What follows belongs to an exercise in optimizing a design on an open flow for small area; a production flow would make more cautious choices. In this exercise RTL edits were held to simulation tests only and were not proved equivalent to the original.

## flow/design.v (module list and top-level ports; edited modules follow where they fit)
// module exponent_multiplier: 139 lines
// module rom_e: 1819 lines
module exponent_multiplier (
    i_clk, i_rst_n,
    i_load, i_start, i_select,
    i_A, i_B,
    o_done, led_select, o_P,
    seg_i_A_ten, seg_i_A_unit,
    seg_i_B_ten, seg_i_B_unit,
    seg_o_P_thousand, seg_o_P_hundred, seg_o_P_ten, seg_o_P_unit
);
  // ...
==> flow/run.sh <==
#!/bin/bash
# synth_recipe.tcl (not shown) runs the flow's synth.tcl, then flattens the netlist and writes it again
# the make line also repeats each setting of config.mk as NAME=value (left out here)
make -C /OpenROAD-flow-scripts/flow DESIGN_CONFIG=/design/flow/config.mk WORK_HOME=/design/flow/orfs CLKGATE_MAP_FILE= SYNTH_SCRIPT=/design/flow/synth_recipe.tcl finish
==> flow/config.mk <==
export PLATFORM = sky130hd
export DESIGN_NAME = exponent_multiplier
export DESIGN_NICKNAME = exponent_multiplier
export VERILOG_FILES = /design/flow/design.v
export SDC_FILE = /design/flow/constraint.sdc
export NUM_CORES = 4
export LEC_CHECK = 0
export ABC_AREA = 1
export ABC_CLOCK_PERIOD_IN_PS = 50000
export CAP_MARGIN = 20
export CORE_MARGIN = 2
export CORE_UTILIZATION = 40
export PLACE_DENSITY = 0.6
export SLEW_MARGIN = 20
==> flow/constraint.sdc <==
create_clock -name core_clock -period 50.0 [get_ports {i_clk}]
set_input_delay 10.0000 -clock core_clock [delete_from_list [all_inputs] [get_ports {i_clk}]]
set_output_delay 10.0000 -clock core_clock [all_outputs]
set_load 0.01 [all_outputs]
==> metrics.md, run 1 <==
| Metric | Value |
|---|---|
| Worst Skew | `around 0.010 ns` |
| Routed length on met2 | `19400 um` |
| Most frequent cells in the layout | `nand2_1 (384), inv_1 (291), nor2_1 (183), o21ai_0 (133), ha_1 (133)` |
| Final setup margin | `between 30 and 40 ns` |
| CTS buffer count | `5` |
| Worst Setup End Kind | `output pin` |
| Main combinational cell family by area after synthesis | `simple AND/OR/NAND/NOR gates` |
| Hold Path Sink | `cnt[3]` |
| Global-route met2 utilization | `54.5%` |
| Reg2Reg Setup Slack | `about 43 ns` |
| Total of max-cap violations | `0` |
| Count of plain and timing-repair buffers | `111` |
| Worst hold slack | `roughly 0.50 ns` |
| Number of synthesized flops with an enable pin | `8` |
| Synth area leaders | `ha_1 (17%), nand2_1 (15%), inv_1 (11%), nor2_1 (7.0%), o21ai_0 (6.8%)` |
| IO Port Bufs | `94` |
| Synth Area in Simple Gates | `35.0%` |
| Multi-input comb cells | `roughly 1300` |
| Status | `complete, no violations` |
| Worst-path clk slew | `0.06 ns` |
==> run 2: changes to the inputs <==
==> flow/flow/run.sh (new file) <==
#!/bin/bash
# Standard synthesis, then the combinational logic between the standard
# synthesis's registers is re-mapped by ABC for area (registers, their names
# and cell types are kept), then the standard flow from floorplan to finish.
set -euo pipefail
W=$(pwd)
R=$W/orfs/results/$FLOW_PLATFORM/exponent_multiplier/base
YOSYS=$FLOW_HOME/../tools/install/yosys/bin/yosys
bash standard.sh "$R/1_2_yosys.v" > "$W/1_standard_synth.log" 2>&1
cp "$R/1_2_yosys.v" "$W/1_2_yosys.standard.v"
LIBFILE=$FLOW_HOME/platforms/$FLOW_PLATFORM/lib/sky130_fd_sc_hd__tt_025C_1v80.lib \
IN_V=$W/1_2_yosys.standard.v OUT_V=$W/1_2_yosys.reopt.v \
ABC_SCRIPT=$W/flow/area.abc ABC_CONSTR=$W/flow/abc.constr STAT_OUT=$W/reopt_stat.txt \
  "$YOSYS" -c "$W/flow/reopt.tcl" > "$W/2_reopt.log" 2>&1
cp "$W/1_2_yosys.reopt.v" "$R/1_2_yosys.v"
rm -f "$R/1_synth.odb" "$R/1_synth.sdc"
bash standard.sh finish > "$W/3_standard_finish.log" 2>&1
==> flow/flow/abc.constr (new file) <==
set_driving_cell sky130_fd_sc_hd__buf_1
set_load 5
==> flow/flow/area.abc (new file) <==
strash; dc2; &get -n; &deepsyn -T 120; &put; dch; amap; topo; dnsize
==> flow/flow/reopt.tcl (new file) <==
# Re-optimise the combinational logic of the standard synthesis netlist.
# Registers (and tie cells) stay the same instances with the same names.
set lib $::env(LIBFILE)
yosys read_liberty -ignore_miss_func $lib
yosys read_verilog $::env(IN_V)
yosys hierarchy -top exponent_multiplier
yosys select -module exponent_multiplier
yosys select -clear
foreach pat {sky130_fd_sc_hd__df* sky130_fd_sc_hd__edf* sky130_fd_sc_hd__sdf* sky130_fd_sc_hd__conb_1} {
  yosys setattr -mod -set keep_hierarchy 1 $pat
}
yosys flatten
yosys opt_clean -purge
yosys stat
yosys opt -purge
yosys abc -script $::env(ABC_SCRIPT) -liberty $lib -dont_use *probe* -dont_use *lpflow* -dont_use *clkbuf* -dont_use *clkinv* -dont_use *dly* -dont_use *ha_* -dont_use *fa_* -dont_use *fah* -constr $::env(ABC_CONSTR) -D 50000 exponent_multiplier
yosys opt_clean -purge
yosys hilomap -singleton -hicell sky130_fd_sc_hd__conb_1 HI -locell sky130_fd_sc_hd__conb_1 LO exponent_multiplier
yosys splitnets
yosys opt_clean -purge
yosys tee -o $::env(STAT_OUT) stat -liberty $lib exponent_multiplier
yosys select exponent_multiplier
yosys write_verilog -noattr -noexpr -nohex -nodec -selected $::env(OUT_V)
==> flow/standard.sh (new file) <==
#!/bin/bash
# synth_recipe.tcl (not shown) runs the flow's synth.tcl, then flattens the netlist and writes it again
# the make line also repeats each setting of config.mk as NAME=value (left out here)
make -C /OpenROAD-flow-scripts/flow DESIGN_CONFIG=/design/flow/config.mk WORK_HOME=/design/flow/orfs CLKGATE_MAP_FILE= SYNTH_SCRIPT=/design/flow/synth_recipe.tcl "${@:-finish}"
removed: flow/run.sh
==> run 2 against run 1 <==
Against the previous run:
- flip-flop and latch count is the same
- die area shrank 34%
- highest routed layer is now met5
- first-iteration DRC count grew 27%
- hold slack is essentially flat
- via count shrank 15%
- design area shrank 28%
- routed wire length shrank 14%
- register-to-register slack lost 0.31 ns
- fmax shrank 0.15%
- critical path type unchanged
- setup slack lost 0.029 ns
- still clean
- global-route usage grew 11 points
- largest cell class unchanged
==> metrics.md, run 2 <==
| Metric | Value |
|---|---|
| Die height | `131 um (was 160 um)` |
| Fill count | `1683 (was 2657)` |
| CP Max Fanout | `19 (was 25)` |
| Reg2Reg Setup Slack | `42.34 ns (was 42.65 ns)` |
| Total of max-cap violations | `0 (unchanged)` |
| Final #Nets | `1349 (was 1936)` |
| Rows | `46 (was 57)` |
| Root Driver | `clkbuf_16 (unchanged)` |
| Worst hold slack | `0.501 ns (about the same)` |
| Slew at the pin with the worst max-slew slack | `1.26 ns (was 1.06 ns)` |
| Drt total wl | `42400 um (was 49600 um)` |
| CTS buffer count | `5 (unchanged)` |
| Worst-path clk slew | `0.06 ns (about the same)` |
| DRT iter0 DRCs | `2345 (was 1840)` |
| Via count | `10800 (was 12700)` |
| WL/cell | `27.3 um (was 23.5 um)` |
| DRT Pass-1 Iters | `13 (was 8)` |
| Largest net degree at the start of global routing | `44 (was 31)` |
| Hold Fails Final Rpt | `0 (unchanged)` |
| First-pass GRT wire length | `60200 um (was 73200 um)` |
| Clock Latency Late Sink | `0.28 ns (was 0.30 ns)` |
| Worst Setup End Kind | `output pin (unchanged)` |
| Tmin final | `18.93 ns (was 18.90 ns)` |
| Design Area, Final | `8050 um2 (was 11200 um2)` |
| RR Endpoint | `dexp[1] (was dexp[2])` |
| Total I/O pin count | `101 (unchanged)` |
| Fmax | `52.8 MHz (was 52.9 MHz)` |
| Highest Signal Layer | `met5 (was met4)` |
| WL met3 | `7770 um (was 6740 um)` |
| WL met1 | `14900 um (was 20200 um)` |
| Max FFs per register | `16 (unchanged)` |
| Gr usage total | `48.3% (was 37.8%)` |
| Max Root-Sink Buffers | `2 (unchanged)` |
| Final setup violation count | `0 (unchanged)` |
| Fin Setup TNS | `0 ns (unchanged)` |
| Worst Path Arrival | `8.93 ns (was 8.90 ns)` |
| Most common cell after layout, fill and taps aside | `nor2_1 (was nand2_1)` |
| Crit-path most repeated cell | `nor2_1 (was nand2_1)` |
| Synthesized cell area | `6430 um2 (was 9780 um2)` |
| Proportion of layout cells with a drive suffix above 1 | `3.07% (was 5.26%)` |
| Hold_buf cts | `0 (unchanged)` |
| Final setup margin | `31.07 ns (was 31.10 ns)` |
| CP Launch Point | `reg_B[3] (was reg_B[2])` |
| CP max-delay cell | `clkdlybuf4s50_1 (was fa_1)` |
| GPL Wtd Cong | `1.18 (was 1.16)` |
| Slowest Stage Delay on Critical Path | `0.56 ns (was 0.61 ns)` |
| Register area | `801 um2 (unchanged)` |
| Die width | `131 um (was 160 um)` |
| Routed length on met2 | `15900 um (was 19400 um)` |
| Worst slack, placed | `31.83 ns (was 31.60 ns)` |
| Dpl hpwl | `31900 um (was 38900 um)` |
| HP Class | `reg2reg (unchanged)` |
| H-tree levels | `2 (unchanged)` |
| Final Max Tran Viols | `0 (unchanged)` |
| Dpl cell area | `7890 um2 (was 11000 um2)` |
| # placed instances | `1544 (was 2103)` |
| Postcts setup bufs | `0 (unchanged)` |
| Critical path class | `reg2out (unchanged)` |
| RSZ-0062 raised after global routing | `false (unchanged)` |
| IO Port Bufs | `94 (unchanged)` |
| Top reg by flops | `dexp (unchanged)` |
| Area grow syn2layout | `25.2% (was 14.1%)` |
| R2r startpoint | `reg_A[3] (was reg_B[0])` |
| # resized after CTS | `0 (unchanged)` |
| Worst Skew | `0.00619 ns (was 0.0103 ns)` |
| Mean Syn Cell Area | `5.36 um2 (was 5.71 um2)` |
| Synth warnings | `1 (unchanged)` |
| Largest regs | `dexp (16), cnt (5) (unchanged)` |
| Worst Reg-to-Reg Cells | `34 (was 32)` |
| Most frequent cells in the layout | `nor2_1 (377), inv_1 (153), o21ai_0 (120), nand2_1 (118), clkdlybuf4s50_1 (94) (was nand2_1 (384), inv_1 (291), nor2_1 (183), o21ai_0 (133), ha_1 (133))` |
| Crit. path cell count | `45 (was 54)` |
| Antenna Nets Post-Route | `0 (unchanged)` |
| Vias in the first global route | `9524 (was 12000)` |
| CTS sink count | `33 (unchanged)` |
| GRT Residual Overflow | `0 (unchanged)` |
| Initial Utilization | `40.8% (was 40.5%)` |
| Delay-heaviest family, CP | `compound AO/OA/AOI/OAI gates (was adder cells)` |
| Die ar. | `17100 um2 (was 25700 um2)` |
| Buf/Inv on CP | `8 (was 15)` |
| Post-route DRC | `0 (unchanged)` |
| Multi-input gate area | `5080 um2 (was 7560 um2)` |
| Worst setup path end | `seg_o_P_unit[2] (was seg_o_P_ten[4])` |
| CTS tree | `yes (unchanged)` |
| Mapped Cells | `1199 (was 1713)` |
| CORE AREA | `15800 um2 (was 24200 um2)` |
| Initial antenna violation count | `4 (was 0)` |
| Tcrit/Tclk final | `37.9% (was 37.8%)` |
| Vias/cell | `6.94 (was 6.04)` |
| Critical path data required time | `40.00 ns (about the same)` |
| Slew headroom | `15.7% (was 28.5%)` |
| CP Launch Type | `flop (unchanged)` |
| Cell Count, Final, Fillers Out | `1554 (was 2111)` |
| Status | `complete, no violations (unchanged)` |
## run 2: cell count changes in the layout (fill, tap and decap cells not counted), sizes merged, moves of 34 or more
cell and change:
nor2 +184, nand2 -286, nand3 -94, a21oi -34, o21ai -43, ha -133
inv -148
## run 2: worst min-delay path by stage
stage / from / endpoint / slack, ns / cells past startpoint
after floorplan: cnt[4] / cnt[4] / 0.45 / 1
after global placement: cnt[4] / cnt[4] / 0.46 / 1
after detailed placement: cnt[4] / cnt[4] / 0.49 / 1
after CTS: cnt[4] / cnt[4] / 0.50 / 1
after global routing: cnt[4] / cnt[4] / 0.53 / 1
final: cnt[4] / cnt[4] / 0.50 / 1
## run 2: cell type report
cell class	instances	area share, %
inverter	153	7.14
antenna	1	0.0311
clock inverter	3	0.202
sequential	33	9.95
multi-input combinational	1017	63.1
tap	216	3.36
timing repair buffer	126	14.7
clock buffer	5	1.55
## run 2: metal layers
| metal | vias to the layer above | track usage (%) |
|---|---|---|
| met2 | 1140 | 64.7 |
| met1 | 4786 | 61.1 |
| met4 | 6 | 28.0 |
| met5 | - | 0 |
| li1 | 4529 | - |
| met3 | 329 | 25.4 |
## run 2: metrics by stage
stage          util [%]
2_1_floorplan         -
3_3_place_gp       50.0
3_5_place_dp       50.0
4_1_cts            50.9
5_1_grt            51.0
6_report           51.0
## run 2: worst reg2reg max path, delay by kind of cell, from the launching register on
family                 cells  cell delay [ns]
and+or+nand+nor           14             3.30
DFF                        1             0.73
buffers and inverters      9             1.26
AOI/OAI and AO/OA         11             2.11
==> module exponent_multiplier, before the edit <==
module exponent_multiplier (
    i_clk, i_rst_n,
    i_load, i_start, i_select,
    i_A, i_B,
    o_done, led_select, o_P,
    seg_i_A_ten, seg_i_A_unit,
    seg_i_B_ten, seg_i_B_unit,
    seg_o_P_thousand, seg_o_P_hundred, seg_o_P_ten, seg_o_P_unit
);
    input wire i_clk, i_rst_n;
    input wire i_load, i_start, i_select;
    input [3:0] i_A, i_B;
    output reg o_done, led_select;
    output wire [29:0] o_P;
    output wire [6:0] seg_i_A_ten, seg_i_A_unit;
    output wire [6:0] seg_i_B_ten, seg_i_B_unit;
    output wire [6:0] seg_o_P_thousand, seg_o_P_hundred, seg_o_P_ten, seg_o_P_unit;
    reg [1:0] state;
    reg [4:0] cnt;
    reg [3:0] reg_A, reg_B;
    reg [15:0] dexp;
    wire [29:0] pexp;
    rom_e u_rom (.a(reg_A), .b(reg_B), .e(pexp));
    always @(posedge i_clk or negedge i_rst_n) begin
        if (!i_rst_n) begin
            state <= 2'd0;
            reg_A <= 4'd0;
            reg_B <= 4'd0;
            o_done <= 1'b0;
            led_select <= 1'b0;
        end else begin
            case (state)
            2'd0: begin
                o_done <= 1'b0;
                led_select <= 1'b0;
                if (!i_load) begin
                    reg_A <= i_A;
                    reg_B <= i_B;
                    state <= 2'd1;
                end
            end
            2'd1: if (!i_start) state <= 2'd2;
            2'd2: if (i_start && cnt > {1'b0, reg_B} && cnt >= 5'd5) state <= 2'd3;
            2'd3: begin
                o_done <= 1'b1;
                led_select <= !i_select;
                if (!i_start) state <= 2'd0;
            end
            endcase
        end
    end
    always @(posedge i_clk) begin
        if (state == 2'd0) cnt <= 5'd0;
        else if (state == 2'd2 && i_start) cnt <= cnt + 5'd1;
    end
    function [3:0] add3(input [3:0] d);
        add3 = (d >= 4'd5) ? d + 4'd3 : d;
    endfunction
    function [15:0] dd4(input [15:0] d, input [3:0] c);
        integer i;
        reg [15:0] t;
        begin
            t = d;
            for (i = 3; i >= 0; i = i - 1) begin
                t = {add3(t[15:12]), add3(t[11:8]), add3(t[7:4]), add3(t[3:0])};
                t = {t[14:0], c[i]};
            end
            dd4 = t;
        end
    endfunction
    function [7:0] bcd6(input [5:0] v);
        integer i;
        reg [7:0] t;
        begin
            t = 8'd0;
            for (i = 5; i >= 0; i = i - 1) begin
                t = {add3(t[7:4]), add3(t[3:0])};
                t = {t[6:0], v[i]};
            end
            bcd6 = t;
        end
    endfunction
    reg [3:0] chunk;
    always @(*) begin
        case (cnt[2:0])
            3'd0: chunk = pexp[23:20];
            3'd1: chunk = pexp[19:16];
            3'd2: chunk = pexp[15:12];
            3'd3: chunk = pexp[11:8];
            3'd4: chunk = pexp[7:4];
            default: chunk = pexp[3:0];
        endcase
    end
    always @(posedge i_clk) begin
        if (!state[1]) dexp <= {8'd0, bcd6(pexp[29:24])};
        else if (state == 2'd2 && i_start && cnt < 5'd6) dexp <= dd4(dexp, chunk);
    end
    wire [7:0] pmul = reg_A * reg_B;
    assign o_P = o_done ? (led_select ? pexp : {22'd0, pmul}) : 30'd0;
    function [11:0] bcd8(input [7:0] v);
        integer i;
        reg [11:0] t;
        begin
            t = 12'd0;
            for (i = 7; i >= 0; i = i - 1) begin
                t = {add3(t[11:8]), add3(t[7:4]), add3(t[3:0])};
                t = {t[10:0], v[i]};
            end
            bcd8 = t;
        end
    endfunction
    wire [11:0] dmul = bcd8(pmul);
    wire [15:0] dig = o_done ? (led_select ? dexp : {4'd0, dmul}) : 16'h0000;
    function [6:0] seg7(input [3:0] d);
        case (d)
            4'd0: seg7 = 7'b1000000;
            4'd1: seg7 = 7'b1111001;
            4'd2: seg7 = 7'b0100100;
            4'd3: seg7 = 7'b0110000;
            4'd4: seg7 = 7'b0011001;
            4'd5: seg7 = 7'b0010010;
            4'd6: seg7 = 7'b0000010;
            4'd7: seg7 = 7'b1111000;
            4'd8: seg7 = 7'b0000000;
            4'd9: seg7 = 7'b0010000;
            default: seg7 = 7'b1000000;
        endcase
    endfunction
    assign seg_o_P_thousand = seg7(dig[15:12]);
    assign seg_o_P_hundred  = seg7(dig[11:8]);
    assign seg_o_P_ten      = seg7(dig[7:4]);
    assign seg_o_P_unit     = seg7(dig[3:0]);
    wire a_ge10 = reg_A[3] & (reg_A[2] | reg_A[1]);
    wire b_ge10 = reg_B[3] & (reg_B[2] | reg_B[1]);
    assign seg_i_A_unit = seg7(a_ge10 ? reg_A - 4'd10 : reg_A);
    assign seg_i_A_ten  = seg7({3'd0, a_ge10});
    assign seg_i_B_unit = seg7(b_ge10 ? reg_B - 4'd10 : reg_B);
    assign seg_i_B_ten  = seg7({3'd0, b_ge10});
endmodule
==> run 3: changes to the inputs <==
--- a/flow/design.v
+++ b/flow/design.v
@@ -54,7 +54,12 @@
         else if (state == 2'd2 && i_start) cnt <= cnt + 5'd1;
     end
     function [3:0] add3(input [3:0] d);
-        add3 = (d >= 4'd5) ? d + 4'd3 : d;
+        reg ge5;
+        begin
+            ge5 = d[3] | (d[2] & (d[1] | d[0]));
+            add3 = {ge5, (d[2] & ~ge5) | (d[3] & d[0]),
+                    ge5 ? ((d[1] & d[0]) | (d[3] & ~d[0])) : d[1], d[0] ^ ge5};
+        end
     endfunction
     function [15:0] dd4(input [15:0] d, input [3:0] c);
         integer i;
--- a/flow/flow/run.sh
+++ b/flow/flow/run.sh
@@ -14,4 +14,4 @@
   "$YOSYS" -c "$W/flow/reopt.tcl" > "$W/2_reopt.log" 2>&1
 cp "$W/1_2_yosys.reopt.v" "$R/1_2_yosys.v"
 rm -f "$R/1_synth.odb" "$R/1_synth.sdc"
-bash standard.sh finish > "$W/3_standard_finish.log" 2>&1
+bash standard.sh "BUFFER_PORTS_ARGS=-buffer_cell sky130_fd_sc_hd__buf_1" finish > "$W/3_standard_finish.log" 2>&1
--- a/flow/config.mk
+++ b/flow/config.mk
@@ -10,5 +10,6 @@
 export CAP_MARGIN = 20
 export CORE_MARGIN = 2
 export CORE_UTILIZATION = 40
+export CTS_BUF_LIST = sky130_fd_sc_hd__clkbuf_2 sky130_fd_sc_hd__clkbuf_4 sky130_fd_sc_hd__clkbuf_8
 export PLACE_DENSITY = 0.6
 export SLEW_MARGIN = 20
==> run 3 against run 2 <==
Against the previous run:
- setup slack gained 0.12 ns
- cell count shrank 3.2%
- area after synthesis shrank 2.5%
- core utilization shrank 3.7 points
- global-route usage grew 3.0 points
- hold slack lost 0.017 ns
- flip-flop and latch count is the same
- clock skew grew 0.0055 ns
- register-to-register slack lost 0.13 ns
- via count grew 0.57%
==> metrics.md, run 3 <==
| Metric | Value |
|---|---|
| Status | `complete, no violations (unchanged)` |
| GRT Residual Overflow | `0 (unchanged)` |
| H-tree levels | `2 (unchanged)` |
| Largest regs | `dexp (16), cnt (5) (unchanged)` |
| Gr usage total | `51.3% (was 48.3%)` |
| # placed instances | `1497 (was 1544)` |
| Top reg by flops | `dexp (unchanged)` |
| Slew headroom | `19.5% (was 15.7%)` |
| Worst Skew | `0.0117 ns (was 0.00619 ns)` |
| Dpl cell area | `7130 um2 (was 7890 um2)` |
| Design Area, Final | `7230 um2 (was 8050 um2)` |
| # resized after CTS | `0 (unchanged)` |
| Slowest Stage Delay on Critical Path | `0.57 ns (was 0.56 ns)` |
| Post-route DRC | `0 (unchanged)` |
| CTS sink count | `33 (unchanged)` |
| Most common cell after layout, fill and taps aside | `nor2_1 (unchanged)` |
| Worst Setup End Kind | `output pin (unchanged)` |
| Synthesized cell area | `6270 um2 (was 6430 um2)` |
| DRT iter0 DRCs | `2343 (was 2345)` |
| Worst hold slack | `0.485 ns (was 0.501 ns)` |
| Final setup violation count | `0 (unchanged)` |
| HP Class | `reg2reg (unchanged)` |
| GPL Wtd Cong | `1.19 (was 1.18)` |
| Slew at the pin with the worst max-slew slack | `1.19 ns (was 1.26 ns)` |
| CTS buffer count | `5 (unchanged)` |
| Critical path data required time | `40.00 ns (about the same)` |
| Root Driver | `clkbuf_8 (was clkbuf_16)` |
| Postcts setup bufs | `0 (unchanged)` |
| Die ar. | `16700 um2 (was 17100 um2)` |
| Antenna Nets Post-Route | `0 (unchanged)` |
| Rows | `45 (was 46)` |
| Worst-path clk slew | `0.07 ns (was 0.06 ns)` |
| Hold Fails Final Rpt | `0 (unchanged)` |
| Clock Latency Late Sink | `0.30 ns (was 0.28 ns)` |
| CTS tree | `yes (unchanged)` |
| Tcrit/Tclk final | `37.6% (was 37.9%)` |
| Util after Layout | `47.4% (was 51.0%)` |
| Register area | `791 um2 (was 801 um2)` |
| CP Max Fanout | `18 (was 19)` |
| Dpl hpwl | `32900 um (was 31900 um)` |
| RSZ-0062 raised after global routing | `false (unchanged)` |
| Initial antenna violation count | `0 (was 4)` |
| Vias/cell | `7.21 (was 6.94)` |
| Global-route met2 utilization | `69.7% (was 64.7%)` |
| IO Port Bufs | `94 (unchanged)` |
| Cell Count, Final, Fillers Out | `1505 (was 1554)` |
| GRT busiest layer | `met2 (unchanged)` |
| Mean Syn Cell Area | `5.42 um2 (was 5.36 um2)` |
| Critical path class | `reg2out (unchanged)` |
| Multi-input gate area | `4890 um2 (was 5080 um2)` |
| Met3 GRT Util | `24.9% (was 25.4%)` |
| CP Launch Type | `flop (unchanged)` |
| Proportion of layout cells with a drive suffix above 1 | `3.09% (was 3.07%)` |
| Final #Nets | `1306 (was 1349)` |
| Met1 Resource Use GR | `64.4% (was 61.1%)` |
| Mapped Cells | `1157 (was 1199)` |
| Synth warnings | `1 (unchanged)` |
| Via count | `10900 (was 10800)` |
| Tmin final | `18.81 ns (was 18.93 ns)` |
| DRT Pass-1 Iters | `13 (unchanged)` |
| WL/cell | `29.2 um (was 27.3 um)` |
| CP max-delay cell | `inv_1 (was clkdlybuf4s50_1)` |
| Initial Utilization | `41.1% (was 40.8%)` |
| Fin Setup TNS | `0 ns (unchanged)` |
| Die height | `129 um (was 131 um)` |
| Total of max-cap violations | `0 (unchanged)` |
| CORE AREA | `15300 um2 (was 15800 um2)` |
| Total I/O pin count | `101 (unchanged)` |
| Most frequent cells in the layout | `nor2_1 (346), inv_1 (162), nand2_1 (99), a21oi_1 (97), o21ai_0 (96) (was nor2_1 (377), inv_1 (153), o21ai_0 (120), nand2_1 (118), clkdlybuf4s50_1 (94))` |
| Drt total wl | `44000 um (was 42400 um)` |
| Die width | `129 um (was 131 um)` |
| Largest net degree at the start of global routing | `33 (was 44)` |
| Worst Path Arrival | `8.81 ns (was 8.93 ns)` |
| First-pass GRT wire length | `62400 um (was 60200 um)` |
| Vias in the first global route | `9582 (was 9524)` |
| Reg2Reg Setup Slack | `42.21 ns (was 42.34 ns)` |
| Fmax | `53.2 MHz (was 52.8 MHz)` |
| Final Max Tran Viols | `0 (unchanged)` |
| Hold_buf cts | `0 (unchanged)` |
| Fill count | `1669 (was 1683)` |
| Max Root-Sink Buffers | `2 (unchanged)` |
| Crit-path most repeated cell | `o21ai_0 (was nor2_1)` |
| Area grow syn2layout | `15.3% (was 25.2%)` |
| Max FFs per register | `16 (unchanged)` |
| Antenna Cells | `0 (was 1)` |
## run 3: cell count changes in the layout (fill, tap and decap cells not counted), sizes merged, moves of 9 or more
cell           delta
nor4              +9
nand2            -19
a21oi            +19
clkdlybuf4s50    -94
buf              +93
nor2             -31
o21ai            -24
## run 3: worst paths after layout
path	startpoint	endpoint	cells after the start
max	reg_B[3]	seg_o_P_unit[2]	44
min	cnt[4]	cnt[4]	1
max reg2reg	reg_B[3]	dexp[2]	31
min reg2reg	cnt[4]	cnt[4]	1
max in group asynchronous	i_rst_n	reg_B[2]	1
min in group asynchronous	i_rst_n	state[0]	1
## run 3: routing by layer
metal | vias to the layer above | wire (um)
met3 | 375 | 8320
met1 | 4790 | 15100
met5 | - | 33
met4 | 4 | 4090
li1 | 4416 | -
met2 | 1267 | 16400
## run 3: cell type report
cell class / instances / share of cell area, %
flip-flops and latches: 33 / 10.9
repair buffers: 125 / 8.10
well taps: 211 / 3.65
inverters: 162 / 8.41
clock inverters: 2 / 0.138
clock buffers: 6 / 1.06
multi-input cells: 966 / 67.7
## run 3: critical path: cells and delay by family, from the launching register on
family / cells / cell delay (ns)
buffers and inverters: 8 / 1.89
DFF: 1 / 0.36
AOI/OAI and AO/OA: 18 / 3.63
and+or+nand+nor: 17 / 2.21
xor gates and xnor gates: 1 / 0.42
## run 3: through the flow
step                setup WS (ns)
finish                      31.19
global placement            32.61
global route                30.46
CTS                         31.72
floorplan                   32.63
detailed placement          32.07

-- what the ideal ports hide --
Ports are ideal in the flow. The routed layouts listed here were re-timed in OpenROAD.
Step 1 assumes that a clkbuf_16 drives the clock port and a buf_2 every other input.
Step 2 times the ports against the registers' clock, not the clock port: input delays grow and output delays shrink by t, the midpoint of the rising clock arrivals with the driver on.
a / b / c = no drivers / after step 1 / after step 2; a / b = the first two.
run	t (ns)	setup WS [ns]	pins driven straight from the clock port
run 1	0.345	31.102 / 31.056 / 31.401	1
run 2	0.311	31.073 / 31.040 / 31.351	1
run 3	0.324	31.192 / 31.158 / 31.482	1
After both steps every run listed still meets setup and hold.
